This is an optimization exercise on Yosys and OpenROAD, whose aim is small area, a short achievable clock period and few clock cycles, not a production implementation. RTL that was checked went through simulation tests only; none was proved equivalent to the original. No functional check of the RTL was part of runs 3 to 7. Power is estimated from default activity; no workload was simulated.

==> design/flow/config.mk <==
export PLATFORM = sky130hd
export DESIGN_NAME = geofence
export DESIGN_NICKNAME = geofence
export VERILOG_FILES = /design/flow/design.v
export SDC_FILE = /design/flow/constraint.sdc
export NUM_CORES = 4
export LEC_CHECK = 0
export CAP_MARGIN = 20
export CORE_MARGIN = 2
export CORE_UTILIZATION = 40
export CTS_BUF_LIST = sky130_fd_sc_hd__clkbuf_8
export CTS_CLUSTER_SIZE = 30
export SETUP_SLACK_MARGIN = 5.0
export SLEW_MARGIN = 20
==> design/flow/constraint.sdc <==
create_clock -name core_clock -period 8.0 [get_ports {clk}]
set_input_delay 1.6000 -clock core_clock [delete_from_list [all_inputs] [get_ports {clk}]]
set_output_delay 1.6000 -clock core_clock [all_outputs]
set_load 0.01 [all_outputs]
==> design/flow/design.v <==
module geofence ( clk,reset,X,Y,valid,is_inside);
input clk;
input reset;
input [9:0] X;
input [9:0] Y;
output reg valid;
output reg is_inside;
localparam FIRST = 2'd0, USCAN = 2'd1, WSCAN = 2'd2, MULW = 2'd3;
reg [3:0] cnt;
reg [9:0] px, py;        
reg [21:0] q5;           
reg [29:0] q4;           
reg [21:0] q3, q2, q1, q0;   
reg [15:0] m;            
reg [1:0] st;
reg pass;                
reg two;
reg [3:0] ri;            
reg [2:0] pcnt;          
reg [2:0] wcnt;          
reg have_u, have_w, more;
reg [3:0] bcnt;          
reg signed [10:0] ux, uy, wx, wy;
reg signed [12:0] acc, d;
reg neg;                 
reg done, res;           
function [10:0] sub10;
    input [9:0] a, b;
    reg [10:0] g, p, gn, pn;
    integer l, j;
    begin
        g = {a & ~b, 1'b1};
        p = {~(a ^ b), 1'b0};
        for (l = 1; l < 16; l = l * 2) begin
            for (j = 0; j < 11; j = j + 1) begin
                if (j >= l) begin
                    gn[j] = g[j] | (p[j] & g[j-l]);
                    pn[j] = p[j] & p[j-l];
                end else begin
                    gn[j] = g[j];
                    pn[j] = p[j];
                end
            end
            g = gn;
            p = pn;
        end
        sub10 = {~g[10], ~(a ^ b) ^ g[9:0]};
    end
endfunction
wire signed [10:0] dx = sub10(X, px);
wire signed [10:0] dy = sub10(Y, py);
function neg13;
    input [12:0] a, b;
    reg [11:0] g, p, gn, pn;
    integer l, j;
    begin
        g = a[11:0] & b[11:0];
        p = a[11:0] | b[11:0];
        for (l = 1; l < 12; l = l * 2) begin
            for (j = 0; j < 12; j = j + 1) begin
                if (j >= l) begin
                    gn[j] = g[j] | (p[j] & g[j-l]);
                    pn[j] = p[j] & p[j-l];
                end else begin
                    gn[j] = g[j];
                    pn[j] = p[j];
                end
            end
            g = gn;
            p = pn;
        end
        neg13 = a[12] ^ b[12] ^ g[11];
    end
endfunction
wire signed [10:0] vx = q5[21:11];
wire signed [10:0] vy = q5[10:0];
wire [12:0] x1 = {{2{vx[10]}}, vx};          
wire [12:0] y1 = {{2{vy[10]}}, vy};          
wire [12:0] x2 = {vx[10], vx, 1'b0};         
wire [12:0] y2 = {vy[10], vy, 1'b0};         
wire [7:0] b;
assign b[0] = ~vy[10];                       
assign b[1] = ~neg13(y2, ~x1);               
assign b[2] = ~neg13(y1, ~x1);               
assign b[3] = ~neg13(y1, ~x2);               
assign b[4] = vx[10];                        
assign b[5] = neg13(y1, x2);                 
assign b[6] = neg13(y1, x1);                 
assign b[7] = neg13(y2, x1);                 
function [15:0] onehot;
    input [7:0] c;
    integer n;
    begin
        for (n = 0; n < 7; n = n + 1) begin
            onehot[n] = c[n] & ~c[n+1];
            onehot[n+8] = ~c[n] & c[n+1];
        end
        onehot[7] = c[7] & c[0];
        onehot[15] = ~c[7] & ~c[0];
    end
endfunction
function [3:0] encode;
    input [15:0] h;
    begin
        encode[0] = h[1] | h[3] | h[5] | h[7] | h[9] | h[11] | h[13] | h[15];
        encode[1] = h[2] | h[3] | h[6] | h[7] | h[10] | h[11] | h[14] | h[15];
        encode[2] = h[4] | h[5] | h[6] | h[7] | h[12] | h[13] | h[14] | h[15];
        encode[3] = |h[15:8];
    end
endfunction
wire [15:0] h4 = onehot(q4[29:22]);
wire [15:0] me = m | h4;
genvar k;
wire [15:0] z = ~me;
wire [31:0] zz = {z, z};
wire [15:0] r7, r8;
generate
    for (k = 0; k < 16; k = k + 1) begin : g_run
        assign r7[k] = &zz[k+6:k];
        assign r8[k] = &zz[k+7:k];
    end
endgenerate
wire out = |r8;
wire amb = ~out & (|r7);
wire lo = |r7[7:0];
wire [3:0] s = encode(lo ? {8'd0, r7[7:0]} : r7);
wire in_i = h4[ri];
wire in_j = h4[{~ri[3], ri[2:0]}];
wire signed [10:0] qx = q4[21:11];
wire signed [10:0] qy = q4[10:0];
wire lastbit = (bcnt == 4'd10);
wire mdone = (bcnt == 4'd12);
wire yb = (st == WSCAN) ? qy[0] : wy[0];
wire xb = (st == WSCAN) ? qx[0] : wx[0];
wire signed [12:0] ta = (lastbit ? xb : yb) ? (lastbit ? uy : ux) : 11'sd0;
wire signed [12:0] tb = (lastbit ? yb : xb) ? (lastbit ? ux : uy) : 11'sd0;
wire signed [12:0] sum = acc + d;
wire nonneg = ~neg;
wire slow = (cnt == 4'd9) & ~valid;
always @(posedge clk or posedge reset) begin
    if (reset) begin
        cnt <= 4'd0;
        valid <= 1'b0;
    end else begin
        if (cnt == 4'd8) begin
            cnt <= 4'd9;
            valid <= ~amb;
        end else if (cnt == 4'd9) begin
            if (valid) begin
                cnt <= 4'd0;
                valid <= 1'b0;
            end else if (done)
                valid <= 1'b1;
        end else
            cnt <= cnt + 4'd1;
    end
end
task finish_run;
    input outside;
    begin
        if (outside & two & ~pass) begin
            pass <= 1'b1;
            ri[3] <= ~ri[3];
            st <= FIRST;
            pcnt <= 3'd0;
            have_u <= 1'b0;
            have_w <= 1'b0;
            more <= 1'b0;
            bcnt <= 4'd15;
        end
    end
endtask
always @(posedge clk) begin
    if (cnt == 4'd0) begin
        px <= X;
        py <= Y;
    end
    q5 <= (cnt >= 4'd7) ? q0 : {dx, dy};
    q4 <= {b, q5};
    q3 <= q4[21:0];
    q2 <= q3; q1 <= q2; q0 <= q1;
    if (cnt == 4'd3)
        m <= h4;
    else if ((cnt >= 4'd4) & (cnt <= 4'd8))
        m <= me;
    if (cnt == 4'd8)
        is_inside <= ~out;
    else if (done)
        is_inside <= res;
end
always @(*) begin
    done = 1'b0;
    res = 1'b0;
    if (slow) begin
        case (st)
        FIRST: if ((pcnt == 3'd6) & mdone) begin
                if (nonneg)
                    res = 1'b1;
                if (nonneg | ~more)
                    done = ~(two & ~pass & ~nonneg);
            end
        USCAN: if (pcnt == 3'd6) done = ~(two & ~pass);
        MULW: if (mdone & nonneg) begin
                done = 1'b1;
                res = 1'b1;
            end
        default: ;
        endcase
    end
end
always @(posedge clk) begin
    d <= ta - tb;
    if ((bcnt == 4'd0) | (bcnt >= 4'd11) | (st == WSCAN))
        acc <= 13'sd0;
    else
        acc <= sum >>> 1;
end
always @(posedge clk) begin
    if (~slow) begin
        ri <= s - 4'd1;
        two <= lo & (|r7[15:8]);
        st <= FIRST;
        pass <= 1'b0;
        pcnt <= 3'd0;
        have_u <= 1'b0;
        have_w <= 1'b0;
        more <= 1'b0;
        bcnt <= 4'd15;
    end else begin
        if (bcnt <= 4'd11) begin
            bcnt <= bcnt + 4'd1;
            wx <= wx >>> 1;
            wy <= wy >>> 1;
        end
        if (bcnt == 4'd11)
            neg <= sum[12];
        case (st)
        FIRST: begin
            if (pcnt != 3'd6) begin
                pcnt <= pcnt + 3'd1;
                if (in_i) begin
                    if (~have_u) begin
                        ux <= qx;
                        uy <= qy;
                        have_u <= 1'b1;
                    end else
                        more <= 1'b1;
                end
                if (in_j) begin
                    if (~have_w) begin
                        wx <= qx;
                        wy <= qy;
                        have_w <= 1'b1;
                    end else
                        more <= 1'b1;
                end
            end
            if (have_u & have_w & (bcnt == 4'd15))
                bcnt <= 4'd0;
            if ((pcnt == 3'd6) & mdone) begin
                if (nonneg)
                    finish_run(1'b0);
                else if (~more)
                    finish_run(1'b1);
                else begin
                    st <= USCAN;
                    pcnt <= 3'd0;
                end
            end
        end
        USCAN: begin
            if (pcnt == 3'd6)
                finish_run(1'b1);
            else begin
                pcnt <= pcnt + 3'd1;
                if (in_i) begin
                    ux <= qx;
                    uy <= qy;
                    wcnt <= 3'd0;
                    st <= WSCAN;
                end
            end
        end
        WSCAN: begin
            wcnt <= wcnt + 3'd1;
            if (in_j) begin
                wx <= qx >>> 1;
                wy <= qy >>> 1;
                bcnt <= 4'd1;
                st <= MULW;
            end else if (wcnt == 3'd5)
                st <= USCAN;
        end
        MULW: begin
            if (mdone) begin
                if (nonneg)
                    finish_run(1'b0);
                else
                    st <= (wcnt == 3'd6) ? USCAN : WSCAN;
            end
        end
        endcase
    end
end
endmodule
==> design/flow/run.sh <==
#!/bin/bash
# synth_recipe.tcl (not shown) runs the flow's synth.tcl, then flattens the netlist and writes it again
# the make line also repeats each setting of config.mk as NAME=value (left out here)
make -C /OpenROAD-flow-scripts/flow DESIGN_CONFIG=/design/flow/config.mk WORK_HOME=/design/flow/orfs CLKGATE_MAP_FILE= SYNTH_SCRIPT=/design/flow/synth_recipe.tcl finish
==> summary.txt, run 1 <==
Die X 184 µm; sequential share of power 0.450; Fmax around 330 MHz; slew margin rel. 0.492; io pins 24; Final Util 0.481; Reg clk slew, reported paths roughly 60 ps; GPL Wtd Cong 0.879; antenna violations before repair 0; maxcap violations 0; Initial Util 0.409; clk root buf clkbuf_8; YS warnings 1; Skew-Pair Late Insertion Delay 580 ps; setup TNS 0 ps; Critical Setup Path Class flop to flop; antenna cell count 0; CP Launch Type flop; drt drc 0; worst min-delay path category flop to flop; Clk pwr share 0.230; Yosys top cell by area dfxtp_1; final hold violations 0; Post-synth ARST share 0.0184; pwr/cell area 357 nW/µm²; first-pass GRT wire length 49100 µm; H-tree Lvls 2; P_int 0.00342 W; Final setup viols 0; Req. time, crit path approximately 8500 ps; M1 GR Usage 0.243; Final Max Slew Viols 0; total gr overflow 0; Psw between 0.002 and 0.0025 W; GRT busiest layer met2; Synth Register Bits 272; register area share after synthesis 0.491; combinational share of power 0.320; via count roughly 10k; crit path DAT 3510 ps; syn_nets 1415; grt met3 use 0.0289; Final #Nets 1480; RSZ-0062 raised after global routing true; First-pass DRT Iterations 6; Synth Flop Type dfxtp_1; die height 184 µm; # rows 65; crit end category flop; CP Max Fanout 4; Netlist cell types 81; Max Buffers Root-to-Sink 3; leakage 6.26 nW; synth top area cells dfxtp_1, edfxtp_1, ha_1; layout cell share with drive strength beyond 1 0.165; Post-synth EDFFs 90; GR met2 Demand/Resource 0.287; min Tclk post-route 2990 ps; Synth Instances between 1k and 1.5k; status no timing/DRC/antenna violations; Detailed Route WL 29600 µm; CTS tree yes; GR Util All Layers 0.178; Syn Area/Cell roughly 9.8 µm²; DRT iter0 DRCs 657; routed length per placed instance approximately 16 µm; Slew @ Worst Pin 751 ps; vias in the first global route approximately 9.7k; clk sinks 272; Post-Syn Area ~13000 µm²; post-route antenna net violation count 0; largest net degree at the start of global routing 53; core area 31700 µm²; Synth top area share 0.273; final hold slack 317 ps; CTS buffer count 46; DPL Wire Length between 15000 and 20000 µm; Worst Clk Skew around 20 ps; Via density 5.44; Final period util 0.374; die area 33900 µm²; Layout area overhead 17.8%; PortBufs 23; VDD IR max 187 µV; Sw Ratio 0.372
[registers in the layout, summed over array words and instances, names as in the netlist, 2 cells and up]
register  flops
acc          12
bcnt          4
cnt           4
d            13
m            16
pcnt          3
px           10
py           10
q0           22
q1           22
q2           22
q3           22
q4           29
q5           22
ri            4
st            2
ux           11
uy           11
wcnt          3
wx           11
wy           11
[routing by layer]
| layer | wire (µm) | part of all wire | up-vias |
|---|---|---|---|
| met5 | 0 | 0 | - |
| met3 | 1280 | 0.043 | 57 |
| met4 | 746 | 0.025 | 0 |
| met2 | 13600 | 0.46 | 246 |
| li1 | - | - | 4949 |
| met1 | 14000 | 0.47 | 4719 |
[worst paths after layout]
kind,startpoint,endpoint,slack [ps],depth (start not counted)
hold / removal,q3[17],q2[17],320,0
max in group asynchronous,reset,cnt[0],6590,2
hold reg to reg,q3[17],q2[17],320,0
setup reg to reg,st[1],d[10],5010,14
min in group asynchronous,reset,valid,1230,2
setup / recovery,st[1],d[10],5010,14
[per-stage QoR]
step | cells | setup slack [ps] | total power, W | cell area (µm²)
floorplan | 1328 | 4870 | 0.00363 | 13100
global placement | 1701 | 3760 | 0.00407 | 13600
detailed placement | 1701 | 3550 | 0.00409 | 13600
CTS | 1817 | 4980 | 0.00544 | 15000
global route | 1833 | 4880 | 0.00583 | 15300
finish | 1833 | 5010 | 0.00545 | 15300
[layout make-up]
class	instances	area, µm²
inverter	96	382
multi-input combinational	903	6370
fill	2949	16400
sequential	272	6380
clock inverter	31	200
timing repair buffer	74	672
tap	402	503
clock buffer	55	757
[critical path: stages, from the launching register on]
cell	delay (ps)
dfxtp_2	380
ha_4	160
buf_12	110
mux4_2	510
a21boi_2	180
ha_2	180
fa_2	350
nor2b_2	130
o21ai_2	70
a21boi_2	170
o21ai_2	100
a21boi_2	170
o21ai_2	100
a211o_1	270
nand3_1	60
[power groups by stage]
stage	Combinational [W]	Clock, W	Sequential (W)
floorplan	0.00141	0	0.00222
global placement	0.00161	0	0.00246
detailed placement	0.00163	0	0.00246
CTS	0.00170	0.00130	0.00244
global route	0.00196	0.00136	0.00252
finish	0.00174	0.00125	0.00245
[cells by family (layout without fill, tap and decap cells)]
group	Yosys count	in the layout	share of synthesized area
AO/OA/AOI/OAI	347	347	0.183
multiplexers	37	39	0.0338
flip-flops	272	272	0.491
adder cells (fa/ha/maj)	75	75	0.0720
AND/OR/NAND/NOR	414	416	0.153
buffers and inverters	157	256	0.0490
XOR/XNOR	26	26	0.0176
[Yosys cell counts (all sizes together) (6+ instances only)]
cell type	count
dfxtp	177
nand2	176
inv	94
edfxtp	90
o21ai	84
nor2	83
ha	63
a21oi	59
clkbuf	45
mux2i	28
o211ai	28
o221ai	26
a21o	22
nor3	22
nand3	20
nor2b	20
buf	16
a211oi	15
o31ai	15
xnor2	15
nand4	13
a31oi	12
and3	12
nand2b	12
a221oi	11
xor2	11
maj3	10
nor4	10
and2	9
and2b	9
nor3b	9
o21a	9
o22ai	8
a21boi	7
a22oi	7
a2111oi	6
a22o	6
or3	6
[placed cells by master (no fill, tap or decap), types with 26 or more instances in the layout]
cell type	instances
mux2i_1	26
nor2_1	81
edfxtp_1	90
ha_1	52
dfxtp_1	170
clkbuf_8	56
o21ai_0	50
inv_1	101
nand2_1	172
o221ai_1	26
a21oi_1	52
o211ai_1	27
buf_4	39
[what timing repair did]
action | CTS | global route
pin swaps | 31 | 20
setup endpoints to repair | 75 | 64
gates resized for setup | 66 | 43
gates cloned | 4 | 1
hold buffers | 0 | 0
setup buffers | 26 | 15
endpoints found under the hold margin | 0 | 0
Testbench counts, summed over its fixed seeds: cycles 7,918.
==> run 2: changes to the inputs <==
--- a/design/flow/config.mk
+++ b/design/flow/config.mk
@@ -8,7 +8,5 @@
 export CAP_MARGIN = 20
 export CORE_MARGIN = 2
 export CORE_UTILIZATION = 40
-export CTS_BUF_LIST = sky130_fd_sc_hd__clkbuf_8
-export CTS_CLUSTER_SIZE = 30
 export SETUP_SLACK_MARGIN = 5.0
 export SLEW_MARGIN = 20
==> run 2 against run 1 <==
  * Clock-buffer cell count down 13
  * Worst setup slack worse by 47 ps
  * Still clean
  * Highest routed layer unchanged
  * First-iteration DRC count up 14%
  * Critical path type unchanged
==> summary.txt, run 2 <==
crit path DAT 3530 ps (+20 ps); Synth Register Bits 272 (unchanged); max FFs per register 29 (unchanged); maxcap violations 0 (unchanged); core area 31700 µm² (unchanged); CTS tree yes; area of the multi-input gates 6360 µm² (-0.27%); Via density 5.46 (+0.44%); status no timing/DRC/antenna violations; largest net degree at the start of global routing 53 (unchanged); final hold slack 321 ps (+3.20 ps); Reg with most FFs q4; vias in the first global route 9528 (-1.7%); Slew @ Worst Pin 725 ps (-26.0 ps); post-route antenna net violation count 0 (unchanged); Final #Nets 1459 (-1.4%); First-pass DRT Iterations 5 (-1); Worst Clk Skew 12.5 ps (-7.70 ps); GR Util All Layers 0.174 (-0.00430); clk sinks 272 (unchanged); Req. time, crit path 8500 ps (-20 ps); most used cell, CP a21boi_2; DRT iter0 DRCs 750 (+14%); routed length per placed instance 16.1 µm (-0.14%); CP max stage delay 490 ps (-20 ps); Final setup viols 0 (unchanged); Synth Instances 1328 (unchanged); RSZ-0062 raised after global routing true; critical path's top delay family compound AO/OA/AOI/OAI gates; YS warnings 1 (unchanged); Final period util 0.379 (+0.00582); Final Max Slew Viols 0 (unchanged); # rows 65 (unchanged); first-pass GRT wire length 48300 µm (-1.7%); Initial Util 0.409 (unchanged); GPL Wtd Cong 0.879 (unchanged); drt drc 0 (unchanged); most frequent cells in the layout nand2_1, dfxtp_1, edfxtp_1; antenna violations before repair 0 (unchanged); layout cell share with drive strength beyond 1 0.146 (-0.0194); Reg clk slew, reported paths 60 ps (about the same); Fmax 329 MHz (-1.5%); P_int 0.00359 W (+4.9%); worst path buffer plus inverter count 2 (+1); Post-synth EDFFs 90 (unchanged); clk root buf clkbuf_16; via count 9818 (-1.5%); Layout area overhead 18.0%; min Tclk post-route 3040 ps (+46.5 ps); PortBufs 23 (unchanged); sequential share of power 0.438 (-0.012); Synth top area share 0.273 (unchanged); critical-path cell with the highest stage delay mux4_2; CP Max Fanout 4 (unchanged); combinational share of power 0.314 (-0.006); Sequential cell area 6380 µm² (about the same); VDD IR max 243 µV (+30%); Post-synth ARST share 0.0184 (unchanged); Syn Area/Cell 9.76 µm² (unchanged); Skew-Pair Late Insertion Delay 560 ps (-20 ps); pwr/cell area 365 nW/µm² (+2.4%); total gr overflow 0 (unchanged); antenna cell count 0 (unchanged); io pins 24 (unchanged); Yosys top cell by area dfxtp_1; CTS buffer count 29 (-37%); crit end category flop; worst min-delay path category flop to flop; Psw 0.00200 W (-1.1%); Synth top cells by count dfxtp_1, nand2_1, inv_1; most common cell after layout, fill and taps aside nand2_1; slew margin rel. 0.510 (+0.0176); Detailed Route WL 29000 µm (-2.1%); Fill cells 2906 (-1.5%); leakage 6.18 nW (-1.3%); DPL Wire Length 19000 µm (unchanged); crit-path cells inv_2 -> ha_4 -> buf_12 -> mux4_2 -> a21boi_2 -> ha_2 -> fa_2 -> nor2b_1 -> o21ai_1 -> a21boi_2 -> o21ai_2 -> a21boi_2 -> o21ai_2 -> a211o_1 -> nand3_1; Clk pwr share 0.248 (+0.018); Netlist cell types 81 (unchanged); final hold violations 0 (unchanged); die area 33900 µm² (unchanged); die height 184 µm (unchanged); most frequent cell after synthesis dfxtp_1; Sw Ratio 0.358 (-0.0137); CP Launch Type flop; Post-Syn Area 13000 µm² (unchanged); register area share after synthesis 0.491 (unchanged); setup TNS 0 ps (unchanged); H-tree Lvls 1 (-1); synth top area cells dfxtp_1, edfxtp_1, ha_1; Synth Flop Type dfxtp_1; Max Buffers Root-to-Sink 3 (unchanged); Die X 184 µm (unchanged); syn_nets 1415 (unchanged); Critical Setup Path Class flop to flop
[run 2: changes by cell type in the layout (fill, tap and decap cells not counted), moves of 5 or more]
cell	change
clkbuf_16	+32
clkinv_2	-10
clkbuf_8	-51
clkbuf_1	+6
inv_1	-12
buf_4	-5
[run 2: area by class of cell]
| class | count | area share |
|---|---|---|
| tap | 402 | 0.0329 |
| inverter | 96 | 0.0251 |
| clock buffer | 42 | 0.0574 |
| multi-input combinational | 903 | 0.415 |
| timing repair buffer | 70 | 0.0430 |
| sequential | 272 | 0.417 |
| clock inverter | 12 | 0.00899 |
[run 2: cells by family (layout without fill, tap and decap cells)]
| logic type | count (synthesis) | count (layout) | share of synthesized area |
|---|---|---|---|
| flip-flops | 272 | 272 | 0.491 |
| AO/OA/AOI/OAI | 347 | 347 | 0.183 |
| AND/OR/NAND/NOR | 414 | 416 | 0.153 |
| adder cells (fa/ha/maj) | 75 | 75 | 0.0720 |
| XOR/XNOR | 26 | 26 | 0.0176 |
| buffers and inverters | 157 | 220 | 0.0490 |
| multiplexers | 37 | 39 | 0.0338 |
[run 2: through the flow]
| stage | instances | util | power (W) | area [µm²] | setup slack [ps] |
|---|---|---|---|---|---|
| after floorplan | 1328 | - | 0.00363 | 13100 | 4870 |
| after global placement | 1701 | 0.429 | 0.00407 | 13600 | 3760 |
| after detailed placement | 1701 | 0.429 | 0.00409 | 13600 | 3550 |
| after CTS | 1788 | 0.476 | 0.00558 | 15100 | 4910 |
| after global routing | 1797 | 0.482 | 0.00596 | 15300 | 4810 |
| final | 1797 | 0.482 | 0.00559 | 15300 | 4960 |
[run 2: per-layer routing]
metal  GRT usage  vias up  wire [µm]
li1            -     4901          -
met1       0.244     4653      13900
met2       0.279      210      13100
met3      0.0212       54       1110
met4      0.0550        0        868
met5           0        -          0
[run 2: timing repair]
item,4_1_cts,5_1_grt
hold buffers,0,0
setup endpoints to repair,76,62
cloned,4,1
pin swaps,38,26
resized for setup,65,44
setup buffers,29,8
[run 2: final timing paths]
kind / start / to / slack (ps) / depth (start not counted)
max in group asynchronous: reset / valid / 6580 / 2
hold / removal: q1[0] / q0[0] / 320 / 0
setup reg to reg: st[0] / d[10] / 4960 / 15
setup / recovery: st[0] / d[10] / 4960 / 15
hold reg to reg: q1[0] / q0[0] / 320 / 0
min in group asynchronous: reset / cnt[3] / 1240 / 2
[run 2: power by group through the flow]
stage               logic, W  clock network (W)  registers [W]
detailed placement   0.00163                  0        0.00246
floorplan            0.00141                  0        0.00222
global placement     0.00161                  0        0.00246
finish               0.00176            0.00138        0.00245
CTS                  0.00172            0.00142        0.00244
global route         0.00197            0.00147        0.00252
==> run 3: changes to the inputs <==
--- a/design/flow/design.v
+++ b/design/flow/design.v
@@ -158,7 +158,7 @@
 task finish_run;
     input outside;
     begin
-        if (outside & two & ~pass) begin
+        if (~outside & two & ~pass) begin
             pass <= 1'b1;
             ri[3] <= ~ri[3];
             st <= FIRST;
@@ -194,14 +194,15 @@
     if (slow) begin
         case (st)
         FIRST: if ((pcnt == 3'd6) & mdone) begin
-                if (nonneg)
+                if (nonneg) begin
+                    done = ~(two & ~pass);
                     res = 1'b1;
-                if (nonneg | ~more)
-                    done = ~(two & ~pass & ~nonneg);
+                end else if (~more)
+                    done = 1'b1;
             end
-        USCAN: if (pcnt == 3'd6) done = ~(two & ~pass);
+        USCAN: if (pcnt == 3'd6) done = 1'b1;
         MULW: if (mdone & nonneg) begin
-                done = 1'b1;
+                done = ~(two & ~pass);
                 res = 1'b1;
             end
         default: ;
--- a/design/flow/config.mk
+++ b/design/flow/config.mk
@@ -8,5 +8,7 @@
 export CAP_MARGIN = 20
 export CORE_MARGIN = 2
 export CORE_UTILIZATION = 40
+export CTS_BUF_LIST = sky130_fd_sc_hd__clkbuf_8
+export CTS_CLUSTER_SIZE = 30
 export SETUP_SLACK_MARGIN = 5.0
 export SLEW_MARGIN = 20
==> run 3 against run 2 <==
  * Still clean on timing, DRC and antenna
  * Power rose by 1.2%
  * Clock-buffer cell count is 13 higher
  * Die area is 1.6% lower
  * Design area is 0.73% lower
  * Wire length is 0.42% lower
  * Via count decreased by 0.34%
  * Clock power is essentially flat
  * Cell count rose by 2.6%
  * Clock skew up 17 ps
  * Sequential power about the same
  * Critical path depth up 1
  * Critical path type unchanged
==> summary.txt, run 3 <==
final hold violations 0 (unchanged); YS warnings 1 (unchanged); Final Util 0.483 (about the same); Post-synth ARST share 0.0184 (unchanged); drt drc 0 (unchanged); worst setup path startpoint st[0]; Via density 5.31 (-2.9%); Reg clk slew, reported paths 60 ps (about the same); Critical Setup Path Class flop to flop; clk sinks 272 (unchanged); Layout area overhead 19.1%; Final period util 0.401 (+0.0215); slew margin rel. 0.388 (-0.122); CTS tree yes; combinational share of power 0.315 (about the same); Reg-to-Reg End d[10]; GR Util All Layers 0.172 (-0.00112); Synth Register Bits 272 (unchanged); Setup crit end d[10]; crit end category flop; Worst Reg-to-Reg Cells 16 (+1); worst min-delay path category flop to flop; Synth top cells by count nand2_1, dfxtp_1, o21ai_0; maxcap violations 0 (unchanged); Syn Area/Cell 9.55 µm² (-2.1%); Req. time, crit path 8470 ps (-30 ps); GRT busiest layer met2; Synth top area share 0.278 (+0.00448); status no timing/DRC/antenna violations; largest net degree at the start of global routing 45 (-15%); core area 31500 µm² (-0.77%); P_int 0.00360 W (+0.47%); sequential share of power 0.439 (about the same); antenna cell count 0 (unchanged); worst r2r src st[0]; grt met3 use 0.0309 (+0.00974); Hold Buf Count CTS 0 (unchanged); Detailed Route WL 28800 µm (-0.42%); Finished Layout Cells 1844 (+2.6%); setup TNS 0 ps (unchanged); CP Max Fanout 3 (-1); synth top area cells dfxtp_1, edfxtp_1, nand2_1; layout cell share with drive strength beyond 1 0.160 (+0.0147); antenna violations before repair 0 (unchanged); most frequent cells in the layout nand2_1, dfxtp_1, edfxtp_1; max FFs per register 29 (unchanged); Fmax 312 MHz (-5.4%); Final Cell Area 15200 µm² (-0.73%); vias in the first global route 9408 (-1.3%); Post-synth EDFFs 90 (unchanged); Placed Area 13400 µm² (-1.1%); Skew-Pair Late Insertion Delay 590 ps (+30 ps); GR met2 Demand/Resource 0.277 (-0.00274); io pins 24 (unchanged); Post-Syn Area 12800 µm² (-1.6%); syn_nets 1420 (+0.35%); Worst Clk Skew 29.4 ps (+16.8 ps); total gr overflow 0 (unchanged); Psw 0.00206 W (+2.6%); post-route antenna net violation count 0 (unchanged); # rows 65 (unchanged); VDD IR max 203 µV (-16%); most common cell after layout, fill and taps aside nand2_1; Slew @ Worst Pin 913 ps (+188 ps); CP Launch Type flop; register area share after synthesis 0.500 (+0.00805); crit path DAT 3670 ps (+140 ps); Clk pwr share 0.247 (about the same); DRT iter0 DRCs 564 (-25%); most frequent cell after synthesis nand2_1; Final setup viols 0 (unchanged); die area 33300 µm² (-1.6%); Final Max Slew Viols 0 (unchanged); CTS buffer count 47 (+62%); Netlist cell types 75 (-7.4%); H-tree Lvls 2 (+1); min Tclk post-route 3210 ps (+172 ps); routed length per placed instance 15.6 µm (-3.0%); final hold slack 313 ps (-7.94 ps); via count 9785 (-0.34%); die height 183 µm (-0.79%); Yosys top cell by area dfxtp_1; DPL Wire Length 18800 µm (-1.2%); Sw Ratio 0.363 (+0.00475); Synth Flop Type dfxtp_1; RSZ-0062 raised after global routing true; Max Buffers Root-to-Sink 3 (unchanged); Initial Util 0.405 (-0.00347); Final #Nets 1488 (+2.0%); GPL Wtd Cong 0.885 (+0.68%); leakage 6.14 nW (-0.58%); pwr/cell area 373 nW/µm² (+2.0%); M1 GR Usage 0.236 (-0.00746); first-pass GRT wire length 46900 µm (-2.9%); First-pass DRT Iterations 5 (unchanged); Reg with most FFs q4; Die X 183 µm (-0.79%); R2R Setup Slk 4790 ps (-170 ps); Synth Instances 1335 (+0.53%); PortBufs 23 (unchanged); clk root buf clkbuf_8; placed cell count 1711 (+0.59%)
## run 3: cell types whose count changed after synthesis, moves of 12 or more
cell	change
nand2_1	+35
o21ai_0	+29
o21ai_1	-16
xnor2_1	+14
nand4_1	-12
## run 3: layout make-up
cell class	instances	area [µm²]
sequential	272	6390
inverter	87	359
timing repair buffer	74	668
clock inverter	33	302
clock buffer	55	757
multi-input combinational	920	6200
tap	402	503
timing repair inverter	1	8.76
fill	2831	16300
## run 3: worst min-delay path by stage
stage               startpoint     end  slack [ps]  cells past startpoint
floorplan                q1[0]   q0[0]         310                      0
global placement        q1[12]  q0[12]         310                      0
detailed placement       q1[8]   q0[8]         310                      0
CTS                      q2[6]   q1[6]         310                      0
global route             q2[9]   q1[9]         310                      0
finish                   q2[6]   q1[6]         310                      0
## run 3: through the flow
stage               total power [W]  setup WS (ps)
floorplan                   0.00366           4570
global placement            0.00413           3660
detailed placement          0.00416           3580
CTS                         0.00565           4720
global route                0.00605           4670
finish                      0.00566           4790
## run 3: kinds of logic after synthesis
logic type               after synthesis  synth area share
XOR/XNOR                              33            0.0227
multiplexers                          36            0.0356
AO/OA/AOI/OAI                        334             0.170
flip-flops                           272             0.500
buffers and inverters                145            0.0430
adder cells (fa/ha/maj)               74            0.0719
AND/OR/NAND/NOR                      441             0.157
## run 3: worst max-delay path: stages, from the launching register on
cell and delay [ps]:
dfxtp_4 350, inv_4 40, ha_4 200, inv_12 60, mux4_2 500, a21boi_2 180
ha_2 180, fa_2 350, nor2b_2 130, o21ai_2 70, a21boi_2 160, o21ai_2 80
a21boi_2 200, o21ai_2 90, a21boi_2 180, nor4_1 60, a311o_1 270
## run 3: power by group through the flow
stage / Combinational [W] / Sequential, W / Clock (W)
after floorplan: 0.00142 / 0.00224 / 0
after global placement: 0.00164 / 0.00249 / 0
after detailed placement: 0.00167 / 0.00249 / 0
after CTS: 0.00174 / 0.00247 / 0.00144
after global routing: 0.00201 / 0.00255 / 0.00149
final: 0.00178 / 0.00248 / 0.00140
## run 3: repair_timing
action	4_1_cts	5_1_grt
setup buffers	27	14
resized for setup	61	40
endpoints found under the setup margin	68	35
endpoints found under the hold margin	0	0
pin swaps	35	24
gates cloned	4	0
## run 3: layer usage
metal / share of wire / vias to the layer above
li1: - / 4916
met1: 0.48 / 4574
met2: 0.45 / 236
met3: 0.047 / 59
met4: 0.024 / 0
met5: 0 / -
==> run 4: changes to the inputs <==
--- a/design/flow/design.v
+++ b/design/flow/design.v
@@ -21,7 +21,7 @@
 reg have_u, have_w, more;
 reg [3:0] bcnt;          
 reg signed [10:0] ux, uy, wx, wy;
-reg signed [12:0] acc, d;
+reg signed [12:0] acc;
 reg neg;                 
 reg done, res;           
 function [10:0] sub10;
@@ -129,12 +129,10 @@
 wire signed [10:0] qx = q4[21:11];
 wire signed [10:0] qy = q4[10:0];
 wire lastbit = (bcnt == 4'd10);
-wire mdone = (bcnt == 4'd12);
-wire yb = (st == WSCAN) ? qy[0] : wy[0];
-wire xb = (st == WSCAN) ? qx[0] : wx[0];
-wire signed [12:0] ta = (lastbit ? xb : yb) ? (lastbit ? uy : ux) : 11'sd0;
-wire signed [12:0] tb = (lastbit ? yb : xb) ? (lastbit ? ux : uy) : 11'sd0;
-wire signed [12:0] sum = acc + d;
+wire mdone = (bcnt == 4'd11);
+wire signed [12:0] ta = (lastbit ? wx[0] : wy[0]) ? (lastbit ? uy : ux) : 11'sd0;
+wire signed [12:0] tb = (lastbit ? wy[0] : wx[0]) ? (lastbit ? ux : uy) : 11'sd0;
+wire signed [12:0] sum = acc + ta - tb;
 wire nonneg = ~neg;
 wire slow = (cnt == 4'd9) & ~valid;
 always @(posedge clk or posedge reset) begin
@@ -158,7 +156,7 @@
 task finish_run;
     input outside;
     begin
-        if (~outside & two & ~pass) begin
+        if (outside & two & ~pass) begin
             pass <= 1'b1;
             ri[3] <= ~ri[3];
             st <= FIRST;
@@ -194,15 +192,14 @@
     if (slow) begin
         case (st)
         FIRST: if ((pcnt == 3'd6) & mdone) begin
-                if (nonneg) begin
-                    done = ~(two & ~pass);
+                if (nonneg)
                     res = 1'b1;
-                end else if (~more)
-                    done = 1'b1;
+                if (nonneg | ~more)
+                    done = ~(two & ~pass & ~nonneg);
             end
-        USCAN: if (pcnt == 3'd6) done = 1'b1;
+        USCAN: if (pcnt == 3'd6) done = ~(two & ~pass);
         MULW: if (mdone & nonneg) begin
-                done = ~(two & ~pass);
+                done = 1'b1;
                 res = 1'b1;
             end
         default: ;
@@ -210,8 +207,7 @@
     end
 end
 always @(posedge clk) begin
-    d <= ta - tb;
-    if ((bcnt == 4'd0) | (bcnt >= 4'd11) | (st == WSCAN))
+    if ((bcnt >= 4'd10) | (st == WSCAN))
         acc <= 13'sd0;
     else
         acc <= sum >>> 1;
@@ -228,12 +224,12 @@
         more <= 1'b0;
         bcnt <= 4'd15;
     end else begin
-        if (bcnt <= 4'd11) begin
+        if (bcnt <= 4'd10) begin
             bcnt <= bcnt + 4'd1;
             wx <= wx >>> 1;
             wy <= wy >>> 1;
         end
-        if (bcnt == 4'd11)
+        if (bcnt == 4'd10)
             neg <= sum[12];
         case (st)
         FIRST: begin
@@ -285,9 +281,9 @@
         WSCAN: begin
             wcnt <= wcnt + 3'd1;
             if (in_j) begin
-                wx <= qx >>> 1;
-                wy <= qy >>> 1;
-                bcnt <= 4'd1;
+                wx <= qx;
+                wy <= qy;
+                bcnt <= 4'd0;
                 st <= MULW;
             end else if (wcnt == 3'd5)
                 st <= USCAN;
==> run 4 against run 3 <==
  * Clock skew rose by 14 ps
  * Worst setup slack got worse by 340 ps
  * Synthesized area fell by 7.3%
  * Critical path depth rose by 3
  * Clock power fell by 4%
  * Cell count fell by 11%
  * Sequential share of layout area rose by 1.4 points
  * Register-to-register slack got worse by 340 ps
  * Critical path type unchanged
==> summary.txt, run 4 <==
# rows 62 (-4.6%); die height 176 µm (-3.6%); largest net degree at the start of global routing 46 (+2.2%); Synth Register Bits 259 (-4.8%); slew margin rel. 0.367 (-0.0214); Reg clk slew, reported paths 60 ps (about the same); status no timing/DRC/antenna violations; min Tclk post-route 3550 ps (+344 ps); antenna violations before repair 0 (unchanged); synth top area cells dfxtp_1, edfxtp_1, ha_1; Slew @ Worst Pin 949 ps (+35.3 ps); final hold violations 0 (unchanged); setup ws final 4450 ps (-344 ps); YS warnings 1 (unchanged); crit-path cells inv_2 -> ha_4 -> nand2b_4 -> nor2_4 -> mux2i_1 -> buf_4 -> a21o_1 -> fa_1 -> inv_1 -> ha_1 -> and3b_1 -> o21ai_2 -> a21boi_2 -> o21ai_2 -> a21oi_2 -> o41ai_2 -> buf_4 -> xor2_1 -> nor2_1; worst min-delay path category flop to flop; crit end category flop; critical-path cell with the highest stage delay fa_1; drt drc 0 (unchanged); Netlist cell types 75 (unchanged); register area share after synthesis 0.517 (+0.0174); vias in the first global route 8184 (-13%); VDD IR max 236 µV (+16%); Synth Flop Type dfxtp_1; Final setup viols 0 (unchanged); CP max stage delay 530 ps (+30 ps); post-route antenna net violation count 0 (unchanged); placed cell count 1525 (-11%); Reg with most FFs q4; hold path depth 0 (unchanged); Critical Setup Path Class flop to flop; most frequent cells in the layout dfxtp_1, nand2_1, inv_1; Via density 5.18 (-2.4%); Skew-Pair Late Insertion Delay 570 ps (-20 ps); total gr overflow 0 (unchanged); Finished Layout Cells 1639 (-11%); CP Max Fanout 4 (+1); PortBufs 23 (unchanged); routed length per placed instance 15.3 µm (-2.3%); Synth top cells by count dfxtp_1, nand2_1, inv_1; maxcap violations 0 (unchanged); clk root buf clkbuf_8; Final period util 0.444 (+0.0429); Max Buffers Root-to-Sink 3 (unchanged); Die X 176 µm (-3.6%); Synth top area share 0.278 (about the same); GPL Wtd Cong 0.918 (+3.7%); Worst Reg-to-Reg Cells 19 (+3); max FFs per register 29 (unchanged); Fill cells 2664 (-5.9%); via count 8491 (-13%); Post-Syn Area 11800 µm² (-7.3%); antenna cell count 0 (unchanged); layout cell share with drive strength beyond 1 0.159 (-0.00163); core area 28900 µm² (-8.1%); DPL Wire Length 16500 µm (-12%); First-pass DRT Iterations 5 (unchanged); most frequent cell after synthesis dfxtp_1; most common cell after layout, fill and taps aside dfxtp_1; syn_nets 1249 (-12%); Fmax 282 MHz (-9.7%); die area 30900 µm² (-7.2%); final hold slack 313 ps (-0.180 ps); Final #Nets 1305 (-12%); Synth Instances 1163 (-13%); GR Util All Layers 0.163 (-0.00988); Worst path depth 19 (+3); Req. time, crit path 8420 ps (-50 ps); Initial Util 0.409 (+0.00330); Syn Area/Cell 10.2 µm² (+6.4%); worst path buffer plus inverter count 4 (+2); critical path's top delay family compound AO/OA/AOI/OAI gates; leakage 5.58 nW (-9.1%); clk sinks 259 (-4.8%); Post-synth ARST share 0.0193 (+0.000923); crit path DAT 3970 ps (+300 ps); DP Worst Slack 3990 ps (+413 ps); setup TNS 0 ps (unchanged); RSZ-0062 raised after global routing true; H-tree Lvls 2 (unchanged); CTS buffer count 44 (-6.4%); CTS tree yes; Final Util 0.487 (+0.00408); Yosys top cell by area dfxtp_1; CP Launch Type flop; Detailed Route WL 25000 µm (-13%); Post-synth EDFFs 90 (unchanged); first-pass GRT wire length 41300 µm (-12%); Worst Clk Skew 43.4 ps (+14.0 ps); DRT iter0 DRCs 645 (+14%); pwr/cell area 376 nW/µm² (+0.88%); Layout area overhead 19.1% (about the same); io pins 24 (unchanged); Final Max Slew Viols 0 (unchanged)
-- run 4: power breakdown --
part	switching, W	internal, W	total [W]
logic	0.000875	0.000689	0.00156
registers	0.000448	0.00193	0.00238
clock network	0.000560	0.000788	0.00135
total	0.00188	0.00341	0.00529
-- run 4: area by class of cell --
type | instances | area, µm² | area share
clock inverter | 28 | 298 | 0.0211
clock buffer | 54 | 743 | 0.0528
inverter | 99 | 387 | 0.0274
multi-input combinational | 757 | 5560 | 0.395
sequential | 259 | 6120 | 0.435
timing repair buffer | 58 | 498 | 0.0354
tap | 384 | 480 | 0.0341
-- run 4: worst paths after layout --
path                       startpoint      to  slack [ps]
max                           bcnt[0]  acc[8]        4450
min                             q1[7]   q0[7]         310
max reg2reg                   bcnt[0]  acc[8]        4450
min reg2reg                     q1[7]   q0[7]         310
max in group asynchronous       reset   valid        6520
min in group asynchronous       reset  cnt[1]        1250
-- run 4: repair_timing --
item | in CTS | in global routing
setup buffers | 29 | 1
gates cloned | 2 | 0
endpoints found under the setup margin | 23 | 50
resized for setup | 37 | 36
hold buffers | 0 | 0
pin swaps | 33 | 11
-- run 4: cell families (layout without fill, tap and decap cells) --
group,Yosys count,after routing,synth area share
and+or+nand+nor,337,339,0.141
AOI/OAI and AO/OA,275,275,0.151
DFF,259,259,0.517
buffers and inverters,149,239,0.0474
adders and majority gates,78,78,0.0874
muxes,34,34,0.0331
xor gates and xnor gates,31,31,0.0230
-- run 4: layer usage --
metal / vias to the layer above / wire length (µm) / GRT usage
met1: 4022 / 12500 / 0.233
li1: 4234 / - / -
met4: 0 / 510 / 0.0510
met3: 44 / 1060 / 0.0288
met2: 191 / 11000 / 0.250
met5: - / 0 / 0
-- run 4: stage by stage --
step | power (W) | cell area [µm²]
floorplan | 0.00340 | 12000
global placement | 0.00383 | 12500
detailed placement | 0.00385 | 12500
CTS | 0.00529 | 14000
global route | 0.00565 | 14100
finish | 0.00529 | 14100
==> run 5: changes to the inputs <==
--- a/design/flow/design.v
+++ b/design/flow/design.v
@@ -5,14 +5,14 @@
 input [9:0] Y;
 output reg valid;
 output reg is_inside;
-localparam FIRST = 2'd0, USCAN = 2'd1, WSCAN = 2'd2, MULW = 2'd3;
+localparam PREP = 3'd0, FIRST = 3'd1, USCAN = 3'd2, WSCAN = 3'd3, MULW = 3'd4;
 reg [3:0] cnt;
 reg [9:0] px, py;        
 reg [21:0] q5;           
 reg [29:0] q4;           
 reg [21:0] q3, q2, q1, q0;   
 reg [15:0] m;            
-reg [1:0] st;
+reg [2:0] st;
 reg pass;                
 reg two;
 reg [3:0] ri;            
@@ -109,7 +109,8 @@
     end
 endfunction
 wire [15:0] h4 = onehot(q4[29:22]);
-wire [15:0] me = m | h4;
+wire [15:0] h5 = onehot(b);
+wire [15:0] me = m | (h5 & {16{cnt == 4'd7}});
 genvar k;
 wire [15:0] z = ~me;
 wire [31:0] zz = {z, z};
@@ -134,16 +135,16 @@
 wire signed [12:0] tb = (lastbit ? wy[0] : wx[0]) ? (lastbit ? ux : uy) : 11'sd0;
 wire signed [12:0] sum = acc + ta - tb;
 wire nonneg = ~neg;
-wire slow = (cnt == 4'd9) & ~valid;
+wire slow = (cnt == 4'd8) & ~valid;
 always @(posedge clk or posedge reset) begin
     if (reset) begin
         cnt <= 4'd0;
         valid <= 1'b0;
     end else begin
-        if (cnt == 4'd8) begin
-            cnt <= 4'd9;
+        if (cnt == 4'd7) begin
+            cnt <= 4'd8;
             valid <= ~amb;
-        end else if (cnt == 4'd9) begin
+        end else if (cnt == 4'd8) begin
             if (valid) begin
                 cnt <= 4'd0;
                 valid <= 1'b0;
@@ -177,11 +178,11 @@
     q4 <= {b, q5};
     q3 <= q4[21:0];
     q2 <= q3; q1 <= q2; q0 <= q1;
-    if (cnt == 4'd3)
-        m <= h4;
-    else if ((cnt >= 4'd4) & (cnt <= 4'd8))
-        m <= me;
-    if (cnt == 4'd8)
+    if (cnt == 4'd2)
+        m <= h5;
+    else if ((cnt >= 4'd3) & (cnt <= 4'd7))
+        m <= m | h5;
+    if (cnt == 4'd7)
         is_inside <= ~out;
     else if (done)
         is_inside <= res;
@@ -214,9 +215,7 @@
 end
 always @(posedge clk) begin
     if (~slow) begin
-        ri <= s - 4'd1;
-        two <= lo & (|r7[15:8]);
-        st <= FIRST;
+        st <= PREP;
         pass <= 1'b0;
         pcnt <= 3'd0;
         have_u <= 1'b0;
@@ -232,6 +231,11 @@
         if (bcnt == 4'd10)
             neg <= sum[12];
         case (st)
+        PREP: begin
+            ri <= s - 4'd1;
+            two <= lo & (|r7[15:8]);
+            st <= FIRST;
+        end
         FIRST: begin
             if (pcnt != 3'd6) begin
                 pcnt <= pcnt + 3'd1;
==> run 5 against run 4 <==
  * Wire length grew 24%
  * Clock power is 9.6% lower
  * Global-route usage rose by 2.2 points
  * Worst setup slack worse by 350 ps
  * Via count grew 17%
  * Die area rose by 4.0%
  * Highest routed layer unchanged
  * Largest power group is now combinational logic
  * Critical path type unchanged
==> summary.txt, run 5 <==
syn_nets 1361 (+9.0%); combinational share of power 0.430 (+0.135); most frequent cell after synthesis dfxtp_1; Fill cells 2657 (-0.26%); DPL Wire Length 19200 µm (+16%); Post-synth ARST share 0.0192 (-0.0000743); hold path depth 0 (unchanged); Syn Area/Cell 9.64 µm² (-5.1%); Final period util 0.487 (+0.0432); routed length per placed instance 16.7 µm (+9.3%); Detailed Route WL 31100 µm (+24%); Critical Setup Path Class flop to flop; YS warnings 1 (unchanged); Netlist cell types 86 (+15%); CP Launch Type flop; antenna violations before repair 0 (unchanged); total gr overflow 0 (unchanged); register area share after synthesis 0.498 (-0.0187); synth top area cells dfxtp_1, edfxtp_1, ha_1; min Tclk post-route 3900 ps (+346 ps); slew margin rel. 0.339 (-0.0278); R2R Setup Slk 4100 ps (-350 ps); Final #Nets 1516 (+16%); Skew-Pair Late Insertion Delay 570 ps (about the same); First-pass DRT Iterations 5 (unchanged); # rows 64 (+3.2%); crit end category flop; die area 32200 µm² (+4.0%); first-pass GRT wire length 47500 µm (+15%); Max Buffers Root-to-Sink 3 (unchanged); Slew @ Worst Pin 991 ps (+42.7 ps); VDD IR max 219 µV (-7.3%); Fmax 257 MHz (-8.9%); clk sinks 260 (+0.39%); Reg with most FFs q4; Hold Buf Count CTS 0 (unchanged); sequential share of power 0.377 (-0.073); PortBufs 23 (unchanged); H-tree Lvls 2 (unchanged); final hold violations 0 (unchanged); Req. time, crit path 8300 ps (-120 ps); maxcap violations 0 (unchanged); core area 30400 µm² (+5.2%); DRT iter0 DRCs 951 (+47%); Post-Syn Area 12300 µm² (+4.1%); most frequent cells in the layout nand2_1, dfxtp_1, inv_1; Post-synth EDFFs 90 (unchanged); via count 9936 (+17%); Sw Ratio 0.391 (+0.0351); Synth top area share 0.268 (-0.00927); Die X 179 µm (+2.0%); Final setup viols 0 (unchanged); Synth top cells by count dfxtp_1, nand2_1, o21ai_0; post-route antenna net violation count 0 (unchanged); pwr/cell area 396 nW/µm² (+5.3%); CP Max Fanout 6 (+2); Synth Instances 1276 (+9.7%); CTS tree yes; Reg clk slew, reported paths 60 ps (about the same); overall power 0.00631 W (+19%); layout cell share with drive strength beyond 1 0.270 (+0.112); clk root buf clkbuf_8; largest net degree at the start of global routing 45 (-2.2%); Worst Hold Path EP q2[7]; Synth Register Bits 260 (+0.39%); Psw 0.00247 W (+31%); die height 179 µm (+2.0%); most common cell after layout, fill and taps aside nand2_1; Yosys top cell by area dfxtp_1; drt drc 0 (unchanged); hold path startpoint q3[7]; Layout area overhead 29.6%; worst min-delay path category flop to flop; Worst Reg-to-Reg Cells 14 (-5); status no timing/DRC/antenna violations; Reg-to-Reg End ri[3]; GPL Wtd Cong 0.898 (-2.2%); P_int 0.00384 W (+13%); CTS buffer count 44 (unchanged); GR Util All Layers 0.185 (+0.0223); RSZ-0062 raised after global routing true; max FFs per register 29 (unchanged); Worst Clk Skew 35.8 ps (-7.56 ps); io pins 24 (unchanged); Via density 5.34 (+3.0%); Clk pwr share 0.193 (-0.062); setup TNS 0 ps (unchanged); vias in the first global route 9545 (+17%); crit path DAT 4200 ps (+230 ps); Synth Flop Type dfxtp_1; Final Max Slew Viols 0 (unchanged); Initial Util 0.404 (-0.00419); worst r2r src q5[12]; leakage 6.43 nW (+15%)
run 5: cell types whose count changed in the layout (fill, tap and decap cells not counted), moves of 9 or more:
cell      before  now
nand3_1       35   21
xnor2_1       20   11
nand2b_1      12   21
nand2_1      113  154
maj3_1        12    3
dfxtp_1      159  139
buf_4         30   96
nor2_1        69   80
o21ai_2        9   19
dfxtp_4        1   17
a21oi_2        6   16
buf_6          5   42
run 5: power groups by stage:
stage	registers [W]	clock network (W)	logic, W
floorplan	0.00211	0	0.00160
global placement	0.00237	0	0.00184
detailed placement	0.00237	0	0.00185
CTS	0.00237	0.00125	0.00237
global route	0.00244	0.00131	0.00292
finish	0.00238	0.00122	0.00271
run 5: worst max-delay path by stage:
| stage | from | end | slack (ps) | cells past startpoint |
|---|---|---|---|---|
| after global placement | bcnt[0] | neg | 3320 | 20 |
| after CTS | bcnt[0] | neg | 4170 | 20 |
| after floorplan | bcnt[0] | acc[10] | 4210 | 22 |
| after detailed placement | bcnt[1] | neg | 3100 | 19 |
| after global routing | bcnt[0] | neg | 3890 | 22 |
| final | q5[12] | ri[3] | 4100 | 14 |
run 5: worst max-delay path: stages, from the launching register on:
cell,delay [ps]
dfxtp_4,340
or3b_1,380
a222oi_1,410
nor3_2,140
o211ai_4,390
buf_6,160
a211oi_1,50
a311oi_2,240
buf_4,180
nand3_1,150
a21oi_1,190
o211a_1,270
o211ai_1,180
a211o_1,320
a41o_1,220
run 5: cell families (layout without fill, tap and decap cells):
kind of cell,after synthesis,in the layout,synth area share
multiplexers,27,27,0.0224
flip-flops,260,260,0.498
buffers and inverters,157,343,0.0497
XOR/XNOR,26,26,0.0191
AND/OR/NAND/NOR,396,398,0.153
adder cells (fa/ha/maj),66,66,0.0738
AO/OA/AOI/OAI,344,345,0.184
other,0,1,0
run 5: area by class of cell:
| class | count | area (µm²) | area share |
|---|---|---|---|
| inverter | 100 | 414 | 0.0260 |
| multi-input combinational | 862 | 6470 | 0.406 |
| tap | 396 | 495 | 0.0311 |
| clock inverter | 33 | 258 | 0.0162 |
| timing repair inverter | 1 | 5.00 | 0.000314 |
| sequential | 260 | 6210 | 0.389 |
| antenna | 1 | 2.50 | 0.000157 |
| timing repair buffer | 162 | 1450 | 0.0911 |
| clock buffer | 47 | 647 | 0.0406 |
run 5: metal layers:
layer / share of wire / track usage
met3: 0.041 / 0.0283
met5: 0 / 0
met2: 0.47 / 0.298
met4: 0.028 / 0.0716
met1: 0.46 / 0.250
run 5: per-stage QoR:
step                      worst slack (ps)  instance area [µm²]  hold slack (ps)   util  instances
final                                 4100                15900              316  0.524       1862
after global routing                  3890                15900              328  0.524       1861
after CTS                             4170                15300              320  0.501       1826
after detailed placement              3100                13100              312  0.430       1641
after global placement                3320                13100              310  0.430       1641
after floorplan                       4210                12600              310      -       1276
run 5: what timing repair did:
item / CTS / global route
setup endpoints to repair: 85 / 30
buffers inserted: 102 / 34
cloned: 3 / 1
pin swaps: 55 / 64
gates resized for setup: 143 / 105
==> run 6: changes to the inputs <==
--- a/design/flow/design.v
+++ b/design/flow/design.v
@@ -21,7 +21,7 @@
 reg have_u, have_w, more;
 reg [3:0] bcnt;          
 reg signed [10:0] ux, uy, wx, wy;
-reg signed [12:0] acc;
+reg signed [12:0] acc, d;
 reg neg;                 
 reg done, res;           
 function [10:0] sub10;
@@ -130,10 +130,12 @@
 wire signed [10:0] qx = q4[21:11];
 wire signed [10:0] qy = q4[10:0];
 wire lastbit = (bcnt == 4'd10);
-wire mdone = (bcnt == 4'd11);
-wire signed [12:0] ta = (lastbit ? wx[0] : wy[0]) ? (lastbit ? uy : ux) : 11'sd0;
-wire signed [12:0] tb = (lastbit ? wy[0] : wx[0]) ? (lastbit ? ux : uy) : 11'sd0;
-wire signed [12:0] sum = acc + ta - tb;
+wire mdone = (bcnt == 4'd12);
+wire yb = (st == WSCAN) ? qy[0] : wy[0];
+wire xb = (st == WSCAN) ? qx[0] : wx[0];
+wire signed [12:0] ta = (lastbit ? xb : yb) ? (lastbit ? uy : ux) : 11'sd0;
+wire signed [12:0] tb = (lastbit ? yb : xb) ? (lastbit ? ux : uy) : 11'sd0;
+wire signed [12:0] sum = acc + d;
 wire nonneg = ~neg;
 wire slow = (cnt == 4'd8) & ~valid;
 always @(posedge clk or posedge reset) begin
@@ -208,7 +210,8 @@
     end
 end
 always @(posedge clk) begin
-    if ((bcnt >= 4'd10) | (st == WSCAN))
+    d <= ta - tb;
+    if ((bcnt == 4'd0) | (bcnt >= 4'd11) | (st == WSCAN))
         acc <= 13'sd0;
     else
         acc <= sum >>> 1;
@@ -223,12 +226,12 @@
         more <= 1'b0;
         bcnt <= 4'd15;
     end else begin
-        if (bcnt <= 4'd10) begin
+        if (bcnt <= 4'd11) begin
             bcnt <= bcnt + 4'd1;
             wx <= wx >>> 1;
             wy <= wy >>> 1;
         end
-        if (bcnt == 4'd10)
+        if (bcnt == 4'd11)
             neg <= sum[12];
         case (st)
         PREP: begin
@@ -285,9 +288,9 @@
         WSCAN: begin
             wcnt <= wcnt + 3'd1;
             if (in_j) begin
-                wx <= qx;
-                wy <= qy;
-                bcnt <= 4'd0;
+                wx <= qx >>> 1;
+                wy <= qy >>> 1;
+                bcnt <= 4'd1;
                 st <= MULW;
             end else if (wcnt == 3'd5)
                 st <= USCAN;
==> run 6 against run 5 <==
  * Cell count rose by 6.2%
  * Design area increased by 5.8%
  * First-iteration DRC count shrank 9.4%
  * Clock-buffer cell count grew 13
  * Wire length up 7.5%
  * Hold slack got worse by 3.3 ps
  * Clock power about the same
  * Via count rose by 8.3%
  * Synthesized area up 8.4%
  * Highest routed layer unchanged
==> summary.txt, run 6 <==
largest net degree at the start of global routing 45 (unchanged); leakage 6.80 nW (+5.9%); die height 187 µm (+4.0%); Fmax 272 MHz (+6.0%); Via density 5.44 (+2.0%); Post-synth EDFFs 90 (unchanged); Final Max Slew Viols 0 (unchanged); Synth top area share 0.267 (-0.00119); VDD IR max 291 µV (+33%); Synth top cells by count dfxtp_1, nand2_1, nor2_1; YS warnings 1 (unchanged); most frequent cell after synthesis dfxtp_1; worst min-delay path category flop to flop; min Tclk post-route 3680 ps (-219 ps); Initial Util 0.408 (+0.00335); via count 10.8k (+8.3%); DP Worst Slack 3730 ps (+629 ps); Synth Register Bits 273 (+5.0%); final hold violations 0 (unchanged); syn_nets 1455 (+6.9%); total gr overflow 0 (unchanged); most frequent cells in the layout dfxtp_1, nand2_1, nor2_1; Reg with most FFs q4; crit end category flop; Synth Flop Type dfxtp_1; post-route antenna net violation count 0 (unchanged); crit path DAT 3990 ps (-210 ps); status no timing/DRC/antenna violations; Hold Buf Count CTS 0 (unchanged); Skew-Pair Late Insertion Delay 580 ps (about the same); synth top area cells dfxtp_1, edfxtp_1, ha_1; first-pass GRT wire length 54800 µm (+15%); CTS tree yes; routed length per placed instance 16.9 µm (+1.3%); setup TNS 0 ps (unchanged); critical-path cell with the highest stage delay nor3_1; clk sinks 273 (+5.0%); max FFs per register 29 (unchanged); slew margin rel. 0.381 (+0.0423); drt drc 0 (unchanged); H-tree Lvls 2 (unchanged); antenna cell count 0 (-1); setup ws final 4320 ps (+219 ps); Reg clk slew, reported paths 60 ps (about the same); CTS buffer count 45 (+2.3%); Die X 187 µm (+4.0%); DPL Wire Length 21100 µm (+10%); Max Buffers Root-to-Sink 3 (unchanged); register area share after synthesis 0.479 (-0.0189); CP Max Fanout 11 (+5); Yosys top cell by area dfxtp_1; die area 34800 µm² (+8.2%); placed cell count 1771 (+7.9%); RSZ-0062 raised after global routing true; Syn Area/Cell 9.73 µm² (+0.92%); PortBufs 23 (unchanged); Final setup viols 0 (unchanged); Critical Setup Path Class flop to flop; GR Util All Layers 0.192 (+0.00672); GPL Wtd Cong 0.865 (-3.7%); clk root buf clkbuf_8; Req. time, crit path 8310 ps (about the same); DRT iter0 DRCs 862 (-9.4%); # rows 66 (+3.1%); crit-path cells inv_1 -> o22ai_1 -> nor3_1 -> o21a_1 -> o211a_4 -> inv_2 -> a31o_1 -> buf_4 -> buf_4 -> nor2_1 -> o211ai_1 -> buf_4 -> a311oi_4 -> and3_1 -> a221oi_2; core area 32700 µm² (+7.5%); most common cell after layout, fill and taps aside dfxtp_1; Final #Nets 1585 (+4.6%); First-pass DRT Iterations 6 (+1); Slew @ Worst Pin 927 ps (-64.4 ps); layout cell share with drive strength beyond 1 0.275 (+0.00461); Final period util 0.460 (-0.0274); Detailed Route WL 33500 µm (+7.5%); Netlist cell types 98 (+14%); pwr/cell area 408 nW/µm² (+3.0%); CP max stage delay 460 ps (+50 ps); antenna violations before repair 0 (unchanged); Worst Clk Skew 34.9 ps (-0.960 ps); CP Launch Type flop; io pins 24 (unchanged); Synth Instances 1370 (+7.4%); Post-Syn Area 13300 µm² (+8.4%); Layout area overhead 26.6%; most used cell, CP buf_4; vias in the first global route 10.7k (+12%); Finished Layout Cells 1977 (+6.2%); maxcap violations 0 (unchanged); Post-synth ARST share 0.0183 (-0.000916)
==> run 6: cell families after synthesis <==
group,after synthesis,synth area share
AOI/OAI and AO/OA,362,0.192
xor gates and xnor gates,34,0.0237
adders and majority gates,67,0.0633
buffers and inverters,156,0.0485
DFF,273,0.479
muxes,53,0.0419
and+or+nand+nor,425,0.152
==> run 6: routing by layer <==
layer  up-vias  global-route usage  share of wire  wire (µm)
met5         -                   0              0          0
met4         0              0.0833          0.035       1180
met3        85              0.0318          0.055       1850
met2       345               0.315           0.47      15700
met1      5121               0.249           0.44      14700
li1       5210                   -              -          -
==> run 6: power breakdown <==
part	internal (W)	total, W	leakage (nW)	switching, W
clock	0.000675	0.00123	0.539	0.000558
combinational	0.00142	0.00313	3.90	0.00171
sequential	0.00204	0.00252	2.37	0.000478
total	0.00413	0.00688	6.80	0.00275
==> run 6: repair_timing <==
item / 4_1_cts / 5_1_grt
buffers inserted: 90 / 33
resized for setup: 193 / 68
pin swaps: 79 / 54
cloned: 1 / 0
endpoints found under the hold margin: 0 / 0
endpoints found under the setup margin: 73 / 65
==> run 6: final timing paths <==
kind,start,to,slack [ps],cells past startpoint
setup / recovery,q5[5],ri[3],4320,15
setup reg to reg,q5[5],ri[3],4320,15
hold reg to reg,q3[9],q2[9],310,0
min in group asynchronous,reset,cnt[0],1240,2
max in group asynchronous,reset,cnt[1],6580,2
hold / removal,q3[9],q2[9],310,0
==> run 6: critical path, delay by kind of cell, from the launching register on <==
family,cells,cell delay (ps)
AOI/OAI and AO/OA,7,1390
buffers and inverters,5,720
DFF,1,400
and+or+nand+nor,3,910
==> run 6: through the flow <==
| step | hold slack, ps | area (µm²) | total power (W) | util |
|---|---|---|---|---|
| after floorplan | 310 | 13500 | 0.00404 | - |
| after detailed placement | 312 | 14000 | 0.00467 | 0.429 |
| after global routing | 328 | 16900 | 0.00729 | 0.516 |
| final | 313 | 16900 | 0.00688 | 0.516 |
| after CTS | 312 | 16400 | 0.00666 | 0.501 |
| after global placement | 310 | 14000 | 0.00464 | 0.429 |
==> run 6: final cells by class <==
cell class	instances	area, µm²
Fill cell	2924	15800
Clock buffer	60	826
Sequential cell	273	6470
Inverter	84	347
Timing Repair Buffer	154	1350
Multi-Input combinational cell	942	7210
Tap cell	442	553
Clock inverter	22	113
==> run 7: changes to the inputs <==
--- a/design/flow/design.v
+++ b/design/flow/design.v
@@ -15,7 +15,7 @@
 reg [2:0] st;
 reg pass;                
 reg two;
-reg [3:0] ri;            
+reg [15:0] gi;           
 reg [2:0] pcnt;          
 reg [2:0] wcnt;          
 reg have_u, have_w, more;
@@ -99,20 +99,10 @@
         onehot[15] = ~c[7] & ~c[0];
     end
 endfunction
-function [3:0] encode;
-    input [15:0] h;
-    begin
-        encode[0] = h[1] | h[3] | h[5] | h[7] | h[9] | h[11] | h[13] | h[15];
-        encode[1] = h[2] | h[3] | h[6] | h[7] | h[10] | h[11] | h[14] | h[15];
-        encode[2] = h[4] | h[5] | h[6] | h[7] | h[12] | h[13] | h[14] | h[15];
-        encode[3] = |h[15:8];
-    end
-endfunction
 wire [15:0] h4 = onehot(q4[29:22]);
 wire [15:0] h5 = onehot(b);
-wire [15:0] me = m | (h5 & {16{cnt == 4'd7}});
 genvar k;
-wire [15:0] z = ~me;
+wire [15:0] z = ~m;
 wire [31:0] zz = {z, z};
 wire [15:0] r7, r8;
 generate
@@ -121,12 +111,21 @@
         assign r8[k] = &zz[k+7:k];
     end
 endgenerate
-wire out = |r8;
-wire amb = ~out & (|r7);
+wire [31:0] r8r = {r8, r8};
+wire [31:0] r7r = {r7, r7};
+wire [15:0] outv, ambv;
+generate
+    for (k = 0; k < 16; k = k + 1) begin : g_dec
+        assign outv[k] = |r8r[k+8:k+1];
+        assign ambv[k] = ~outv[k] & (|r7r[k+9:k+1]);
+    end
+endgenerate
+wire out = |(h5 & outv);
+wire amb = |(h5 & ambv);
 wire lo = |r7[7:0];
-wire [3:0] s = encode(lo ? {8'd0, r7[7:0]} : r7);
-wire in_i = h4[ri];
-wire in_j = h4[{~ri[3], ri[2:0]}];
+wire [15:0] rs = lo ? {8'd0, r7[7:0]} : r7;
+wire in_i = |(h4 & gi);
+wire in_j = |(h4 & {gi[7:0], gi[15:8]});
 wire signed [10:0] qx = q4[21:11];
 wire signed [10:0] qy = q4[10:0];
 wire lastbit = (bcnt == 4'd10);
@@ -161,7 +160,7 @@
     begin
         if (outside & two & ~pass) begin
             pass <= 1'b1;
-            ri[3] <= ~ri[3];
+            gi <= {gi[7:0], gi[15:8]};
             st <= FIRST;
             pcnt <= 3'd0;
             have_u <= 1'b0;
@@ -235,7 +234,7 @@
             neg <= sum[12];
         case (st)
         PREP: begin
-            ri <= s - 4'd1;
+            gi <= {rs[0], rs[15:1]};
             two <= lo & (|r7[15:8]);
             st <= FIRST;
         end
==> run 7 against run 6 <==
  * First-iteration DRC count shrank 5.1%
  * Hold slack better by 6.1 ps
  * Largest cell class unchanged
  * Highest routed layer unchanged
  * Sequential cell count grew 12
  * Sequential power rose by 8.3%
  * Register-to-register slack improved by 540 ps
==> summary.txt, run 7 <==
worst r2r src m[5]; io pins 24 (unchanged); placed cell count 1859 (+5.0%); Fill cells 3187 (+9.0%); CP Max Fanout 7 (-4); DRT iter0 DRCs 818 (-5.1%); total gr overflow 0 (unchanged); VDD IR max 228 µV (-22%); Fmax 319 MHz (+17%); Simple-Gate Fraction of Synth Area 0.153 (+0.00157); drt drc 0 (unchanged); status no timing/DRC/antenna violations; Netlist cell types 89 (-9.2%); Synth Flop Type dfxtp_1; register area share after synthesis 0.489 (+0.00986); leakage 6.56 nW (-3.6%); Final setup viols 0 (unchanged); most frequent cells in the layout dfxtp_1, nand2_1, nor2_1; crit end category flop; Finished Layout Cells 2003 (+1.3%); most common cell after layout, fill and taps aside dfxtp_1; max FFs per register 29 (unchanged); min Tclk post-route 3130 ps (-545 ps); routed length per placed instance 17.4 µm (+3.0%); PortBufs 23 (unchanged); Final period util 0.392 (-0.0681); compound-gate portion of the synthesized area 0.206 (+0.0142); critical-path cell with the highest stage delay nor4_1; Initial Util 0.402 (-0.00522); xor-xnor portion of the synthesized cell area 0.0170 (-0.00670); CP max stage delay 670 ps (+210 ps); H-tree Lvls 2 (unchanged); clk root buf clkbuf_8; Post-Synth Adder-Cell Area 0.0612 (-0.00215); GR met2 Demand/Resource 0.299 (-0.0163); Yosys top cell by area dfxtp_1; Synth top cells by count dfxtp_1, nand2_1, nor2_1; worst min-delay path category flop to flop; Reg clk slew, reported paths 60 ps (about the same); antenna violations before repair 0 (unchanged); pwr/cell area 416 nW/µm² (+2.2%); critical path's top delay family simple AND/OR/NAND/NOR gates; Layout area overhead 18.3%; Post-synth ARST share 0.0175 (-0.000771); Die X 190 µm (+1.7%); Final Util 0.476 (-0.0400); slew margin rel. 0.247 (-0.135); most used cell, CP nor4_1; clk sinks 285 (+4.4%); crit-path cells nor4_1 -> nand2b_1 -> o21ai_0 -> nor4_1 -> a2111oi_0 -> or4_4 -> o32ai_2; vias in the first global route 10.5k (-2.2%); Reg with most FFs q4; Post-Syn Area 13800 µm² (+3.5%); Placed Area 14500 µm² (+3.1%); crit path DAT 3590 ps (-400 ps); Final Max Slew Viols 0 (unchanged); via count 11.1k (+3.2%); Hold Buf Count CTS 0 (unchanged); overall power 0.00680 W (-1.2%); grt met3 use 0.0303 (-0.00153); Final #Nets 1594 (+0.57%); YS warnings 1 (unchanged); maxcap violations 0 (unchanged); main combinational cell family by area after synthesis compound AO/OA/AOI/OAI gates; M1 GR Usage 0.262 (+0.0126); setup TNS 0 ps (unchanged); layout cell share with drive strength beyond 1 0.176 (-0.0986); core area 34300 µm² (+4.9%); die height 190 µm (+1.7%); # rows 68 (+3.0%); Post-synth EDFFs 102 (+13%)
==> run 7: through the flow <==
step | hold slack, ps | setup slack, ps
6_report | 319 | 4870
5_1_grt | 326 | 4790
4_1_cts | 309 | 4920
3_5_place_dp | 312 | 3890
3_3_place_gp | 310 | 4000
2_1_floorplan | 310 | 4910
==> run 7: report_power, final <==
part	switching [W]	leakage [nW]	internal, W
Combinational	0.00161	3.49	0.00108
Sequential	0.000544	2.48	0.00219
Clock	0.000593	0.592	0.000780
Total	0.00274	6.56	0.00405
==> run 7: worst reg2reg max path: stages (launching register included) <==
cell and delay, ps:
edfxtp_1 510, nor4_1 670, nand2b_1 280, o21ai_0 400, nor4_1 150, a2111oi_0 670
or4_4 240, o32ai_2 80
==> run 7: cells by family (layout without fill, tap and decap cells) <==
kind of cell | Yosys count | after routing
AO/OA/AOI/OAI | 418 | 419
XOR/XNOR | 26 | 26
adder cells (fa/ha/maj) | 67 | 67
buffers and inverters | 179 | 279
flip-flops | 285 | 285
multiplexers | 30 | 30
AND/OR/NAND/NOR | 442 | 442
==> run 7: timing repair <==
item,in CTS,in global routing
gates cloned,0,1
pin swaps,19,22
resized for setup,81,31
buffers inserted,47,7
setup endpoints to repair,65,54
==> run 7: routing by layer <==
metal / routed length, µm / vias up / share of wire
li1: - / 5415 / -
met1: 15900 / 5282 / 0.46
met2: 16000 / 325 / 0.46
met3: 1850 / 82 / 0.053
met4: 1150 / 0 / 0.033
met5: 0 / - / 0
==> run 7: area by class of cell <==
type                    count  area (µm²)  share of cell area
clock buffers              60         826              0.0506
clock inverters            29         218              0.0133
inverters                 105         413              0.0253
multi-input cells         984        6810               0.417
flip-flops and latches    285        6790               0.416
well taps                 455         569              0.0349
repair buffers             85         698              0.0428
==> run 7: final timing paths <==
| check | to | slack (ps) | depth (start not counted) |
|---|---|---|---|
| max | valid | 4870 | 7 |
| min | q0[5] | 320 | 0 |
| max reg2reg | valid | 4870 | 7 |
| min reg2reg | q0[5] | 320 | 0 |
| max in group asynchronous | valid | 6520 | 2 |
| min in group asynchronous | cnt[3] | 1250 | 2 |
